This design comes from an exercise in tuning for a short achievable clock period and few clock cycles on the open sky130 flow, not from production work. Function was checked by simulation only, so behaviour that the tests miss may differ from the original. No driver is modelled on the clock port, so clock power and skew are understated where the tree is cut down; a real chip needs a root buffer or a tree. No activity file was given, so power comes from the tool's default toggle rates.

// top
module top ( clk,
             rst,
             IM_Address,
             Instruction,
             DM_Address,
             DM_enable,
             DM_Write_Data,
             DM_Read_Data);
Size in the first run: ~1900 flip-flops, about 91000 µm² of cells after synthesis.
Settings: LEC_CHECK=0, CAP_MARGIN=20, CORE_MARGIN=2, CORE_UTILIZATION=50, SLEW_MARGIN=20; clock period 11.5 ns.
standard.sh (not shown) runs the stock make flow with config.mk's settings and CLKGATE_MAP_FILE= SYNTH_SCRIPT=/design/flow/synth_recipe.tcl, a recipe that flattens the netlist after the stock synthesis.
==> flow/flow/run.sh <==
#!/bin/bash
# Own layout flow:
#  1. the standard synthesis, unchanged;
#  2. ORFS floorplan and placement;
#  3. our own clock tree (flow/mycts.tcl: the clock port drives four
#     buffers, then two more buffer levels reach the flip-flops, each level
#     balanced by recursive bisection of the clock pins), then ORFS's usual
#     timing repair, aimed well below the 11.5 ns constraint (the SDC is not
#     changed, only how hard repair_timing works);
#  4. ORFS global and detailed routing and finishing.
# Each tool's output goes to a log_*.txt file here.
set -euo pipefail
MARGIN=8.3
TNS=10
W=$(pwd)
KNOBS=(SETUP_SLACK_MARGIN=$MARGIN TNS_END_PERCENT=$TNS
       "BUFFER_PORTS_ARGS=-buffer_cell sky130_fd_sc_hd__buf_4"
       POST_GLOBAL_ROUTE_TCL=$W/flow/post_grt.tcl)
RES=$W/orfs/results/$FLOW_PLATFORM/top/base
bash standard.sh synth > log_synth.txt 2>&1
bash standard.sh "${KNOBS[@]}" place > log_place.txt 2>&1
PLATFORM_DIR=$FLOW_HOME/platforms/$FLOW_PLATFORM
RESULTS_DIR=$RES LIB_FILE=$PLATFORM_DIR/lib/sky130_fd_sc_hd__tt_025C_1v80.lib \
  PLATFORM_DIR=$PLATFORM_DIR FLOWDIR=$W/flow \
  CTS_FANOUTS="4 6" SETUP_MARGIN=$MARGIN TNS_PCT=$TNS REPAIR_STEPS="7.0 7.3 7.5 7.7 7.8 7.9 8.0" \
  openroad -no_init -threads ${NUM_CORES:-8} -exit flow/cts_step.tcl > log_cts.txt 2>&1
case "${OWNFLOW_STOP:-}" in
  cts) exit 0 ;;
  grt) bash standard.sh "${KNOBS[@]}" grt > log_finish.txt 2>&1; exit 0 ;;
esac
bash standard.sh "${KNOBS[@]}" finish > log_finish.txt 2>&1
Other scripts of this flow, unchanged in this note and not shown: flow/flow/cts_step.tcl, flow/flow/mycts.tcl, flow/flow/post_grt.tcl
Testbench counts at the start, summed over its fixed seeds: cycles 30,044.
Edit:
--- a/flow/design.v
+++ b/flow/design.v
@@ -44,12 +44,13 @@
 	reg [31:0] dins;         
 	reg [17:0] dpc4;         
 	reg [17:0] dlink;        
 	reg [15:0] dimm;
 	reg [4:0]  dsh;
 	reg [31:1] rssel;        
+	reg [31:1] rmsel;        
 	reg [31:1] rtsel;        
 	reg        d_imm;
 	reg        d_same, d_rs0, d_rt0;    
 	reg        d_inv;        
 	reg        d_add, d_sub, d_and, d_or, d_xor, d_nor, d_slt, d_sll, d_srl, d_link;
 	reg        d_beq, d_bne, d_jr, d_ret, d_j;
@@ -139,13 +140,19 @@
 			rb = rb | ({32{rtsel[i]}} & rf[i]);
 		end
 	end
 	wire [31:0] va   = dla ? ld : (dfa ? alu : ra);
 	wire [31:0] vb   = dlb ? ld : (dfb ? alu : rb);
 	wire [31:0] dse  = {{16{dimm[15]}}, dimm};
-	wire [32:0] ea33 = ks_add(ra, dse, 1'b0);
+	reg [17:0] rm;
+	always @(*) begin
+		rm = 18'd0;
+		for (i = 1; i < 32; i = i + 1)
+			rm = rm | ({18{rmsel[i]}} & rf[i][17:0]);
+	end
+	wire [32:0] ea33 = ks_add({14'd0, rm}, dse, 1'b0);
 	wire [17:0] dbrt = dpc4 + {dimm, 2'b00};
 	wire [31:0] y0  = x0;
 	wire [31:0] y1  = {x1[31:1], c_slt | x1[0]};
 	wire [31:0] ysel = {cy[31:1], c_slt ? ltu : cy[0]};
 	wire [31:0] va0 = dla ? ld : (dfa ? y0 : ra);
 	wire [31:0] va1 = dla ? ld : (dfa ? y1 : ra);
@@ -310,12 +317,13 @@
 	end
 	always @(posedge clk) begin
 		dins     <= fi;
 		dimm     <= fi[15:0];
 		dsh      <= fi[10:6];
 		rssel    <= f_rssel;
+		rmsel    <= f_rssel & {31{f_load | f_store}};
 		rtsel    <= f_rtsel;
 		d_imm    <= f_imm;
 		d_same   <= (frs == frt);
 		d_rs0    <= (frs == 5'd0);
 		d_rt0    <= (frt == 5'd0);
 		d_inv    <= f_sub | f_slt | f_slti;
=> The changed run finished clean; global-route usage rises by 4.1 points; clock power hardly moves; power falls by 1.8%; sequential power rises by about 2%; final area barely changes; combinational power falls by 13%; maximum frequency falls by 7.4%; wire length rises by 11%; cell count rises by 3.3%; via count rises by 7.0%; worst setup slack gets worse by 300 ps; register-to-register slack gets worse by 300 ps.
Testbench counts after the change, summed over its fixed seeds: cycles 30,044.
No run of this note takes its clock network from TritonCTS; it comes from the design's own scripts or RTL.

[port drivers added, routing unchanged]
The flow's constraints put no driver on any port. The routed layouts listed below were extracted and timed again, unchanged, in two steps. Step 1 (the two cells are an assumption about what drives the block):
set clk [get_ports {clk}]
set_driving_cell -lib_cell sky130_fd_sc_hd__clkbuf_16 $clk
set_driving_cell -lib_cell sky130_fd_sc_hd__buf_2 [delete_from_list [all_inputs] $clk]
Step 2 adds t to the input delays and takes it off the output delays; t is the mean of the earliest and latest rising clock arrival at the registers after step 1. Input paths then give back, and output paths get back, about the clock's delay inside the block. Three values: no drivers, after step 1, after step 2; two values: the first two.
run	t (ns)	setup WS [ns]	worst setup path at the end	worst data-port slew with drivers (ns)
the first run	0.795	7.708 / 7.710 / 7.219	input to register	0.14
the second run	0.799	7.407 / 7.407 / 7.407	register to register	0.09
After both steps setup and hold are still met in every run listed. The setup slack of the first run, which loses most, moves by +0.002 ns with the drivers and by -0.489 ns with both steps.
